This design comes from an exercise in tuning for small area and a short achievable clock period on the open sky130 flow, not from production work.
RTL that was checked went through simulation tests only; none was proved equivalent to the original.
Power and IR drop assume default switching activity.

==> flow/design.v <==
`timescale 1ns/1ps
module pifo_reg
#(
    parameter L2_REG_WIDTH = 4,
    parameter RANK_WIDTH = 16,
    parameter META_WIDTH = 12
)
(
    input                       rst,
    input                       clk,
    output reg                  full,
    input                       insert,
    input [RANK_WIDTH-1:0]      rank_in,
    input [META_WIDTH-1:0]      meta_in,
    output reg                  valid_out,
    input                       remove,
    output [RANK_WIDTH-1:0]     rank_out,
    output [META_WIDTH-1:0]     meta_out,
    output reg                  max_valid_out,
    output [RANK_WIDTH-1:0]     max_rank_out,
    output [META_WIDTH-1:0]     max_meta_out,
    output reg [L2_REG_WIDTH:0] num_entries,
    output reg                  empty
);
    localparam N  = 2**L2_REG_WIDTH;
    localparam RW = RANK_WIDTH;
    localparam MW = META_WIDTH;
    localparam SW = L2_REG_WIDTH;
    localparam DW = RW + MW;            
    localparam EW = DW + SW;            
    function automatic gt_tree(input [RW-1:0] a, input [RW-1:0] b, input cin);
        reg [RW-1:0] g, e;
        integer w, k;
        begin
            g = a & ~b;
            e = ~(a ^ b);
            for (w = RW; w > 1; w = w / 2)
                for (k = 0; k < w / 2; k = k + 1) begin
                    g[k] = g[2*k+1] | (e[2*k+1] & g[2*k]);
                    e[k] = e[2*k+1] & e[2*k];
                end
            gt_tree = g[0] | (e[0] & cin);
        end
    endfunction
    reg [EW-1:0] ent [0:N-1];
    reg [DW-1:0] max_d;
    reg [DW-1:0] p_d;
    reg [SW-1:0] p_slot;
    reg [N-1:0]  c;       
    reg          cm;      
    reg [N-1:0]  ld, up, hold;
    reg          op_rem;
    reg          max_new, max_sec, max_keep;
    reg          insert_ltch;
    reg          calc_min_max;
    wire [EW-1:0] new_ent  = {p_slot, p_d};
    reg [EW-1:0] cur [0:N-1];
    reg [EW-1:0] nxt_up, nxt_dn;
    integer i;
    always @(*) begin
        for (i = 0; i < N; i = i + 1) begin
            nxt_up = (i > 0) ? ent[i-1] : {EW{1'b0}};
            if (i < N-1) begin
                nxt_dn = ent[i+1];
                nxt_dn[DW +: SW] = ent[i+1][DW +: SW] - (ent[i+1][DW +: SW] > ent[0][DW +: SW]);
            end else
                nxt_dn = {EW{1'b0}};
            cur[i] = ({EW{ld[i]}}   & new_ent)
                   | ({EW{up[i]}}   & nxt_up)
                   | ({EW{op_rem}}  & nxt_dn)
                   | ({EW{hold[i]}} & ent[i]);
        end
    end
    wire [DW-1:0] cur_max = ({DW{max_new}}  & p_d)
                          | ({DW{max_sec}}  & ent[N-2][DW-1:0])
                          | ({DW{max_keep}} & max_d);
    assign rank_out     = cur[0][RW-1:0];
    assign meta_out     = cur[0][RW +: MW];
    assign max_rank_out = cur_max[RW-1:0];
    assign max_meta_out = cur_max[RW +: MW];
    always @(posedge clk) begin
        for (i = 0; i < N; i = i + 1)
            ent[i] <= cur[i];
        max_d <= cur_max;
    end
    wire nz      = |num_entries;
    wire is_full = num_entries[SW];
    wire do_rem  = remove & nz;
    wire do_ins  = ~do_rem & (insert | insert_ltch);
    wire [SW-1:0] cs_top = cur[N-1][DW +: SW];
    wire          rep_ok = is_full & ~remove;
    wire [N-1:0]  c_in;
    genvar g;
    generate
        for (g = 0; g < N; g = g + 1) begin : cmp
            wire v  = num_entries > g;
            wire sg = rep_ok & (cur[g][DW +: SW] > cs_top);
            assign c_in[g] = ~v | gt_tree(cur[g][RW-1:0], rank_in, sg);
        end
    endgenerate
    wire cm_in = nz & gt_tree(cur_max[RW-1:0], rank_in, 1'b0);
    wire [N-1:0] c_nx  = insert ? c_in : {1'b1, c[N-1:1]};
    wire         cm_nx = insert ? cm_in : (cm & nz);
    wire         go_ins = do_ins & ~rst;
    wire         go_rem = do_rem & ~rst;
    wire [N-1:0] ld_nx  = {N{go_ins}} & c_nx & ~{c_nx[N-2:0], 1'b0};
    wire [N-1:0] up_nx  = {N{go_ins}} & {c_nx[N-2:0], 1'b0};
    wire mn_nx = go_ins & (is_full ? (c_nx[N-1] & ~c_nx[N-2]) : ~cm_nx);
    wire ms_nx = go_ins & is_full & c_nx[N-2];
    always @(posedge clk) begin
        if (insert)
            p_d <= {meta_in, rank_in};
        c  <= c_nx;
        cm <= cm_nx;
        p_slot   <= is_full ? cs_top : num_entries[SW-1:0];
        ld       <= ld_nx;
        up       <= up_nx;
        hold     <= ~(ld_nx | up_nx | {N{go_rem}});
        op_rem   <= go_rem;
        max_new  <= mn_nx;
        max_sec  <= ms_nx;
        max_keep <= ~(mn_nx | ms_nx);
    end
    always @(posedge clk) begin
        if (rst) begin
            valid_out <= 1'b0;
            max_valid_out <= 1'b0;
        end else begin
            if (insert | remove) begin
                valid_out <= 1'b0;
                max_valid_out <= 1'b0;
            end
            if (calc_min_max & nz) begin
                valid_out <= 1'b1;
                max_valid_out <= 1'b1;
            end
        end
    end
    always @(posedge clk) begin
        if (rst) begin
            num_entries <= 0;
            calc_min_max <= 0;
            insert_ltch <= 0;
            empty <= 1'b0;
            full <= 1'b0;
        end else begin
            calc_min_max <= 0;
            if (do_rem) begin
                if (num_entries == 1)
                    empty <= 1'b1;
                if (!insert)
                    full <= 1'b0;
                num_entries <= num_entries - 1'b1;
                calc_min_max <= 1;
                insert_ltch <= insert;
            end else if (do_ins) begin
                if (!is_full) begin
                    full <= (num_entries == N-1);
                    num_entries <= num_entries + 1'b1;
                end else
                    full <= 1'b1;
                empty <= 1'b0;
                calc_min_max <= 1;
                insert_ltch <= 0;
            end
        end
    end
endmodule
==> flow/config.mk <==
export PLATFORM = sky130hd
export DESIGN_NAME = pifo_reg
export DESIGN_NICKNAME = pifo_reg
export VERILOG_FILES = /design/flow/design.v
export SDC_FILE = /design/flow/constraint.sdc
export NUM_CORES = 4
export LEC_CHECK = 0
export ABC_AREA = 1
export CAP_MARGIN = 20
export CORE_MARGIN = 2
export CORE_UTILIZATION = 40
export SLEW_MARGIN = 20
==> flow/constraint.sdc <==
create_clock -name core_clock -period 16.0 [get_ports {clk}]
set_input_delay 3.2000 -clock core_clock [delete_from_list [all_inputs] [get_ports {clk}]]
set_output_delay 3.2000 -clock core_clock [all_outputs]
set_load 0.01 [all_outputs]
standard.sh (not shown) runs the stock make flow with config.mk's settings and CLKGATE_MAP_FILE= SYNTH_SCRIPT=/design/flow/synth_recipe.tcl, a recipe that flattens the netlist after the stock synthesis.
==> flow/flow/run.sh <==
#!/bin/bash
# Standard ORFS layout, with timing repair aiming well below the clock period.
set -euo pipefail
bash standard.sh SETUP_SLACK_MARGIN=11 TNS_END_PERCENT=100 finish > standard_flow.log 2>&1
The first run finished clean.
Change:
--- a/flow/design.v
+++ b/flow/design.v
@@ -116,9 +116,9 @@
         ld       <= ld_nx;
         up       <= up_nx;
-        hold     <= ~(ld_nx | up_nx | {N{go_rem}});
+        hold     <= ~(({N{go_ins}} & c_nx) | {N{go_rem}});
         op_rem   <= go_rem;
         max_new  <= mn_nx;
         max_sec  <= ms_nx;
-        max_keep <= ~(mn_nx | ms_nx);
+        max_keep <= ~(go_ins & (is_full ? c_nx[N-1] : ~cm_nx));
     end
     always @(posedge clk) begin
Outcome: Sequential power grows by about 2%. Via count barely changes. Die area barely changes. Cell count shrinks by about 0.4%. Setup slack improved by 0.16 ns. Power rose by about 2%. Worst hold slack is about the same. Design area increases by about 0.37%. Clock power is about the same. First-iteration DRC count came out higher by about 7%. Area after synthesis is about the same. Register-to-register slack improved by 0.10 ns. Global-route usage climbs by 0.23 points. Count of clock-buffer cells in the layout rose by 4.
Only the layout flow was run in the second run of this note; the RTL was not checked for function there.

afterwards: timing with drivers on the ports:
In the flow no input, the clock included, has a driving cell. The finished layouts below were timed again as built, in two steps.
Step 1, drivers: a clkbuf_16 drives clk and a buf_2 each remaining input, both assumed.
Step 2 adds t to the input delays and takes it off the output delays; t is the mean of the earliest and latest rising clock arrival at the registers after step 1. Input paths then give back, and output paths get back, about the clock's delay inside the block.
Three values: no drivers, after step 1, after step 2; two values: the first two.
run | shift t [ns] | setup slack, ns | worst setup path after step 2 | worst register clock-pin slew, ns | cell pins on the clock port's net
the first run | 0.694 | 10.779 / 10.709 / 10.485 | input to register | 0.07 / 0.07 | 1
the second run | 0.698 | 10.934 / 10.861 / 10.508 | input to register | 0.06 / 0.06 | 1
After both steps every run listed still meets setup and hold. The setup slack of the second run, which loses most, moves by -0.073 ns with the drivers and by -0.426 ns with both steps.
